What follows belongs to an exercise in optimizing a design on an open flow for a short achievable clock period and few clock cycles; a production flow would make more cautious choices. Only simulation tests tie the RTL to the original design; equivalence was not proved. Power figures rest on the tool's default switching activity, not on a simulated workload.

the baseline:
// ALU
module ALU #(
    parameter DATA_W = 32
)
(
    input                       i_clk,    
    input                       i_rst_n,  
    input                       i_valid,  
    input [DATA_W - 1 : 0]      i_A,      
    input [DATA_W - 1 : 0]      i_B,      
    input [         2 : 0]      i_inst,   
    output [2*DATA_W - 1 : 0]   o_data,   
    output                      o_done    
);
Size in the first run: roughly 15,000 cells after synthesis, about 610 flip-flops, roughly 140 I/O pins, about 88,000 um^2 of cells after synthesis.
Settings: LEC_CHECK=0, CAP_MARGIN=20, CORE_MARGIN=2, CORE_UTILIZATION=35, SLEW_MARGIN=20; clock period 10.0 ns.
standard.sh (not shown) runs the stock make flow with config.mk's settings and CLKGATE_MAP_FILE= SYNTH_SCRIPT=/design/flow/synth_recipe.tcl, a recipe that flattens the netlist after the stock synthesis.
==> flow/flow/run.sh <==
#!/bin/bash
# The standard layout (standard.sh) with these changes:
#  - synthesis maps with a delay-oriented ABC script (flow/abc_fast.script) instead of
#    ORFS's abc_speed script; everything else in synth_recipe.tcl is kept as is
#  - full adders are left to ABC (no extract_fa / adder cell map); registers are unchanged
#  - port buffers are buf_4 cells rather than the default delay-cell choice
set -uo pipefail
W=$PWD
M=${MARGIN:-6}
{
  echo 'proc synth {args} { yosys synth -nofsm -noshare {*}$args }'
  echo "proc abc {args} { set i [lsearch \$args -script]; if {\$i >= 0} { lset args [expr {\$i+1}] $W/flow/abc_fast.script }; yosys abc {*}\$args }"
  tail -n +2 synth_recipe.tcl
} > my_synth.tcl
sed "s#SYNTH_SCRIPT=[^ ]*#SYNTH_SCRIPT=$W/my_synth.tcl#" standard.sh > my_standard.sh
K="SETUP_SLACK_MARGIN=$M TNS_END_PERCENT=10"
BP="BUFFER_PORTS_ARGS=-buffer_cell sky130_fd_sc_hd__buf_4"
bash my_standard.sh ADDER_MAP_FILE= synth > log_synth.txt 2>&1 || exit 1
bash my_standard.sh $K "$BP" floorplan > log_floorplan.txt 2>&1 || exit 1
bash my_standard.sh $K "$BP" place > log_place.txt 2>&1 || exit 1
bash my_standard.sh $K "$BP" cts > log_cts.txt 2>&1 || exit 1
bash my_standard.sh $K "$BP" route > log_route.txt 2>&1 || exit 1
bash my_standard.sh $K "$BP" finish > log_finish.txt 2>&1 || exit 1
test -f out/final.def
==> flow/flow/abc_fast.script <==
strash
&get -n
&st
&if -g -K 6
&st
&if -g -K 6
&st
&put
dch -f
map -D 1000
topo
stime -c
buffer -c
upsize -c
dnsize -c
Testbench counts of the baseline, summed over its fixed seeds: cycles 7,423.
## Diff of input files: the candidate against the baseline
--- a/flow/design.v
+++ b/flow/design.v
@@ -3131,36 +3131,34 @@
 wire add_ovf = (i_A[31] == i_B[31]) & (add_c31 != i_A[31]);
 wire sub_ovf = (i_A[31] != i_B[31]) & (sub_c31 != i_A[31]);
 wire slt_r = (i_A[31] != i_B[31]) ? i_A[31] : ~sub_c31;
 wire [31:0] sll_r = (|i_B[31:5]) ? 32'd0 : (i_A << i_B[4:0]);
 wire [10:0] lt;
 genvar gc;
 generate for (gc = 0; gc < 11; gc = gc + 1) begin : g_lt
     assign lt[gc] = (i_A >> (3 * gc)) < i_B;
 end endgenerate
 wire b_zero = ~|i_B;
 wire div_triv = b_zero | lt[0];
+wire [11:1] lt_ext = {1'b1, lt[10:1]};
+wire [11:1] sel = lt_ext & ~{lt_ext[10:1], 1'b0};
 reg [64:0] div_init;     
 reg [3:0]  div_c;        
+integer ci;
 always @(*) begin
-    if      (lt[1])  begin div_init = {33'd0, i_A} << 30; div_c = 4'd1;  end
-    else if (lt[2])  begin div_init = {33'd0, i_A} << 27; div_c = 4'd2;  end
-    else if (lt[3])  begin div_init = {33'd0, i_A} << 24; div_c = 4'd3;  end
-    else if (lt[4])  begin div_init = {33'd0, i_A} << 21; div_c = 4'd4;  end
-    else if (lt[5])  begin div_init = {33'd0, i_A} << 18; div_c = 4'd5;  end
-    else if (lt[6])  begin div_init = {33'd0, i_A} << 15; div_c = 4'd6;  end
-    else if (lt[7])  begin div_init = {33'd0, i_A} << 12; div_c = 4'd7;  end
-    else if (lt[8])  begin div_init = {33'd0, i_A} << 9;  div_c = 4'd8;  end
-    else if (lt[9])  begin div_init = {33'd0, i_A} << 6;  div_c = 4'd9;  end
-    else if (lt[10]) begin div_init = {33'd0, i_A} << 3;  div_c = 4'd10; end
-    else             begin div_init = {33'd0, i_A};       div_c = 4'd11; end
+    div_init = 65'd0;
+    div_c    = 4'd0;
+    for (ci = 1; ci <= 11; ci = ci + 1) begin
+        div_init = div_init | ({65{sel[ci]}} & ({33'd0, i_A} << (33 - 3 * ci)));
+        div_c    = div_c | ({4{sel[ci]}} & ci[3:0]);
+    end
 end
 reg [63:0] valid_res;
 always @(*) begin
     case (i_inst)
         3'd0: valid_res = {32'd0, add_s};
         3'd1: valid_res = {32'd0, sub_s};
         3'd2: valid_res = {32'd0, i_A & i_B};
         3'd3: valid_res = {32'd0, i_A | i_B};
         3'd4: valid_res = {63'd0, slt_r};
         3'd5: valid_res = {32'd0, sll_r};
         3'd6: valid_res = {32'd0, i_A & i_B};
Results
Measured against the baseline, the final routed wirelength across all metal layers of the candidate comes out at 1.13 times the reference value.
The candidate vs the baseline, worst-path cell with the longest stage delay: sky130_fd_sc_hd__a21oi_1 vs sky130_fd_sc_hd__nand4_1
Where minimum clock period after layout is concerned, the baseline is outperformed by the candidate.
Total power ends up higher on the candidate.
[compare] base=the baseline new=the candidate: synthesized cell count went up by 3.0%, routed length on met1 shows an increase of 35 mm, fraction of power consumed by combinational cells higher, required time of the critical path lower, worst hold slack +0.039 ns.
In the candidate relative to the baseline, layout clock buffer count had gone up slightly.
Testbench counts of the candidate, summed over its fixed seeds: cycles 7,423.

## afterwards: timing with drivers on the ports
Ports are ideal in the flow. The routed layouts listed here were re-timed in OpenROAD. Step 1: set_driving_cell puts a clkbuf_16 on i_clk and a buf_2 on each other input, an assumption about the parent block. Step 2, shift: input delay + t, output delay - t, t = (earliest + latest rising clock arrival at the registers) / 2. This alone moves slack from input paths to output paths. a / b / c = no drivers / after step 1 / after step 2; a / b = the first two.
| run | t, ns | setup slack, ns | latest minus earliest clock arrival (ns) | worst slew at a driven data input, ns |
|---|---|---|---|---|
| the baseline | 0.860 | 5.656 / 5.517 / 4.657 | 0.110 / 0.110 | 0.36 |
| the candidate | 0.855 | 5.675 / 5.619 / 4.764 | 0.112 / 0.112 | 0.51 |
After both steps every run listed still meets setup and hold. The setup slack of the baseline, which loses most, moves by -0.139 ns with the drivers and by -0.999 ns with both steps.
